From an optimization exercise on the open Yosys and OpenROAD flow, aimed at small area; shortcuts taken in it are not production practice. Power and IR drop assume default switching activity.

==> inputs of 07-05 <==
// top_module
module top_module(
    input clk,
    input rst,
    input[23:0] sw,
    input[4:0] bt,
    input[3:0] row,
    output[3:0] col,
    output reg[7:0] seg_out,
    output reg[7:0] seg_en,
    output reg[23:0] led,
    output reg buzzer
);
==> flow/config.mk <==
export PLATFORM = sky130hd
export DESIGN_NAME = top_module
export DESIGN_NICKNAME = top_module
export VERILOG_FILES = /design/flow/design.v
export SDC_FILE = /design/flow/constraint.sdc
export NUM_CORES = 4
export LEC_CHECK = 0
export ABC_AREA = 1
export CAP_MARGIN = 20
export CORE_MARGIN = 2
export CORE_UTILIZATION = 75
export CTS_BUF_LIST = sky130_fd_sc_hd__clkbuf_8
export CTS_CLUSTER_SIZE = 20
export PLACE_DENSITY = 0.85
export SLEW_MARGIN = 20
==> flow/constraint.sdc <==
create_clock -name core_clock -period 90.0 [get_ports {clk}]
set_input_delay 18.0000 -clock core_clock [delete_from_list [all_inputs] [get_ports {clk}]]
set_output_delay 18.0000 -clock core_clock [all_outputs]
set_load 0.01 [all_outputs]
run.sh (not shown) runs the stock make flow with config.mk's settings and CLKGATE_MAP_FILE= SYNTH_SCRIPT=/design/flow/synth_recipe.tcl, a recipe that flattens the netlist after the stock synthesis.
==> 10-02 (differences from 07-05) <==
--- a/flow/config.mk
+++ b/flow/config.mk
@@ -10,6 +10,4 @@
 export CORE_MARGIN = 2
-export CORE_UTILIZATION = 75
-export CTS_BUF_LIST = sky130_fd_sc_hd__clkbuf_8
-export CTS_CLUSTER_SIZE = 20
-export PLACE_DENSITY = 0.85
+export CORE_UTILIZATION = 60
+export PLACE_DENSITY = 0.75
 export SLEW_MARGIN = 20
==> summary.txt <==
quantity	07-05	10-02
Wire length on met3	5.56 mm	4.35 mm
Total design power	0.698 mW	0.731 mW
Tap Count	585	696
F_max	47.1 MHz	47.4 MHz
Post-Place Worst Slack	69.29 ns	69.24 ns
Vias after detailed routing	29400	28100
R2R Setup Slk	83.82 ns	83.87 ns
Total length of routed wires	80.2 mm	77.1 mm
Share of post-route cells with drive strength above 1	7.45%	6.55%
Cell at the root of the clock tree	sky130_fd_sc_hd__clkbuf_8	sky130_fd_sc_hd__clkbuf_16
Dpl cell area	33800 sq um	33900 sq um
Initial standard-cell utilization of the core	76.3%	61.0%
Power Density	19.3 nW/um^2	20.0 nW/um^2
Fraction of area in non-clock buffers	1.48%	1.46%
Sequential group power	0.360 mW	0.358 mW
Summed area of non-filler cells in the final layout	36100 sq um	36500 sq um
Die area	45600 sq um	56800 sq um
Net switching component of the power	0.176 mW	0.174 mW
Fraction of area in multi-input gates	43.1%	42.7%
Core region area	43200 sq um	54000 sq um
Area taken by multi-input logic gates	15600 sq um	15600 sq um
Via/cell ratio	5.77	5.46
Status	finished clean	finished clean
Met1 global-route usage	43.0%	35.3%
Final cell count without fillers	5094	5142
Function was not checked in any run of this note: the RTL went through the layout flow alone.

==> inputs of 05-23 <==
top_module, a different RTL version from the one above (not shown whole).
// top_module
module top_module(
    input clk,
    input rst,
    input[23:0] sw,
    input[4:0] bt,
    input[3:0] row,
    output[3:0] col,
    output reg[7:0] seg_out,
    output reg[7:0] seg_en,
    output reg[23:0] led,
    output reg buzzer
);
wire [15:0] ke;
key_scanner ks(clk, rst, row, col, ke);
wire right_e, left_e, up_e, down_e;
button_jitter b0(clk, rst, bt[0], right_e);
button_jitter b1(clk, rst, bt[1], left_e);
button_jitter b2(clk, rst, bt[2], up_e);
button_jitter b4(clk, rst, bt[4], down_e);
reg [4:0] glo;
reg [5:0] ghi;
always @(posedge clk) begin
    if (rst) begin
        glo <= 5'd0;
        ghi <= 6'd0;
    end else begin
        glo <= glo + 5'd1;
        if (&glo) ghi <= (ghi == 6'd9) ? 6'd0 : {ghi[4:0], ~(ghi[5] ^ ghi[4])};
    end
end
wire seg_tick = glo == 5'd24;
wire ms_edge = glo[3:0] == 4'd9;
wire ms100_edge = (ghi == 6'd48) && (glo == 5'd25);
reg [2:0] view;
wire v0 = view == 3'd0;
wire v1 = view == 3'd1;
wire v2 = view == 3'd2;
wire v3 = view == 3'd3;
wire v4 = view == 3'd4;
reg [2:0] winner;
always @(posedge clk) begin
    if (rst || (v1 && ke[15]) || (v2 && ke[15]))
        view <= 3'd0;
    else if ((v0 && ke[15]) || (v3 && ke[12]) || (v4 && ke[13]))
        view <= 3'd1;
    else if (v1 && winner != 3'd0)
        view <= 3'd2;
    else if (v1 && ke[12])
        view <= 3'd3;
    else if (v1 && ke[13])
        view <= 3'd4;
end
reg [2:0] sst;           
reg schg;                
reg cursor;              
reg pc2, pc0;            
reg [3:0] qc;            
reg [3:0] at_t, at_o;    
reg [3:0] ws_t, ws_o;    
reg [3:0] ss, fs;        
wire [2:0] pc = {pc2, ~pc2, pc0};
reg dig_ok;              
reg [3:0] dig;
reg d19_ok;              
reg [3:0] dig19;
integer k;
always @(*) begin
    dig_ok = 1'b0;
    dig = 4'd0;
    for (k = 0; k < 10; k = k + 1)
        if (ke[9:0] == (10'd1 << k)) begin
            dig_ok = 1'b1;
            dig = k;
        end
    d19_ok = 1'b0;
    dig19 = 4'd0;
    for (k = 1; k < 10; k = k + 1)
        if (ke[9:1] == (9'd1 << (k - 1))) begin
            d19_ok = 1'b1;
            dig19 = k;
        end
end
wire any_dig = |ke[9:0];
  ...
Settings: LEC_CHECK=0, ABC_AREA=1, CAP_MARGIN=20, CORE_MARGIN=2, CORE_UTILIZATION=75, CTS_CLUSTER_DIAMETER=80, CTS_CLUSTER_SIZE=28, PLACE_DENSITY=0.88, SLEW_MARGIN=20; clock period 90.0 ns.
==> 12-27: changes against 05-23 <==
==> flow/flow/run.sh (new file) <==
#!/bin/bash
# The standard layout (the standard.sh: its synthesis, floorplan, placement,
# CTS and routing), except that the port buffers use the smallest buffer cell
# instead of the one buffer_ports picks, and CTS inserts no dummy loads. Each
# tool's output is in orfs/logs/; standard.sh's own output goes to standard.log.
set -e
export BUFFER_PORTS_ARGS="-buffer_cell sky130_fd_sc_hd__buf_1"
export CTS_ARGS="-sink_clustering_enable -repair_clock_nets -sink_clustering_size 28 -sink_clustering_max_diameter 100 -dont_use_dummy_load"
bash standard.sh > standard.log 2>&1
==> flow/standard.sh (new file) <==
#!/bin/bash
# synth_recipe.tcl (not shown) runs the flow's synth.tcl, then flattens the netlist and writes it again
# the make line also repeats each setting of config.mk as NAME=value (left out here)
make -C /OpenROAD-flow-scripts/flow DESIGN_CONFIG=/design/flow/config.mk WORK_HOME=/design/flow/orfs CLKGATE_MAP_FILE= SYNTH_SCRIPT=/design/flow/synth_recipe.tcl "${@:-finish}"
Settings changed: CORE_UTILIZATION 75 to 65, CTS_CLUSTER_DIAMETER 80 to 100, PLACE_DENSITY 0.88 to 0.75.
removed: flow/run.sh
==> results.py <==
metrics = {
    "outcome": {
        "status": "complete, no violations",
    },
    "detailed_routing": {
        "dr_total_vias": 26500,
    },
    "timing": {
        "period_needed_ns": 21.00,
    },
    "power_and_ir_drop": {
        "pwr-share-comb_pct": 6.9,
        "p_clk_uw": 192,
    },
    "cells_and_area": {
        "final-nonclk-buf-share_pct": 1.30,
        "drive_gt1_share_pct": 5.56,
    },
}
the above is filed under 05-23

==> results.py <==
metrics = {
    "outcome": {
        "status": "complete, no violations",
    },
    "timing": {
        "rsz0062_at_grt": "false",
        "period_needed_ns": 20.55,
        "hold_slack_ns": 0.349,
    },
    "power_and_ir_drop": {
        "pwr-share-comb_pct": 7.4,
        "p_clk_uw": 153,
    },
    "detailed_routing": {
        "routed-wl-met3_um": 5060,
        "dr_total_vias": 26300,
    },
    "synth": {
        "synth_edf_count": 61,
    },
    "cells_and_area": {
        "drive_gt1_share_pct": 4.99,
    },
}
the above is filed under 12-27

No run of this note included a check of the RTL's function; only the layout flow was run.

separate check: timing with driven ports:
No port has a modelled driver above. Below, the same layouts with a new extraction and two added sets of constraints.
Step 1, drivers: a clkbuf_16 drives clk and a buf_2 each remaining input, both assumed.
Step 2 adds t to the input delays and takes it off the output delays; t is the mean of the earliest and latest rising clock arrival at the registers after step 1. Input paths then give back, and output paths get back, about the clock's delay inside the block.
Slacks: ideal / step 1 / step 2; pairs: ideal / step 1.
run | t, ns | setup WS [ns] | worst hold slack (ns) | worst setup path after step 2 | worst slew at a driven data input, ns
07-05 | 0.749 | 68.756 / 68.700 / 69.169 | 0.408 / 0.408 / 0.408 | input to register | 0.04
10-02 | 0.670 | 68.923 / 68.861 / 69.144 | 0.419 / 0.419 / 0.419 | input to register | 0.04
05-23 | 0.655 | 69.000 / 68.939 / 69.260 | 0.340 / 0.340 / 0.340 | input to register | 0.04
12-27 | 0.672 | 69.454 / 69.398 / 69.087 | 0.349 / 0.349 / 0.349 | input to register | 0.05
After both steps setup and hold are still met in every run listed. The setup slack of 12-27, which loses most, moves by -0.056 ns with the drivers and by -0.367 ns with both steps.
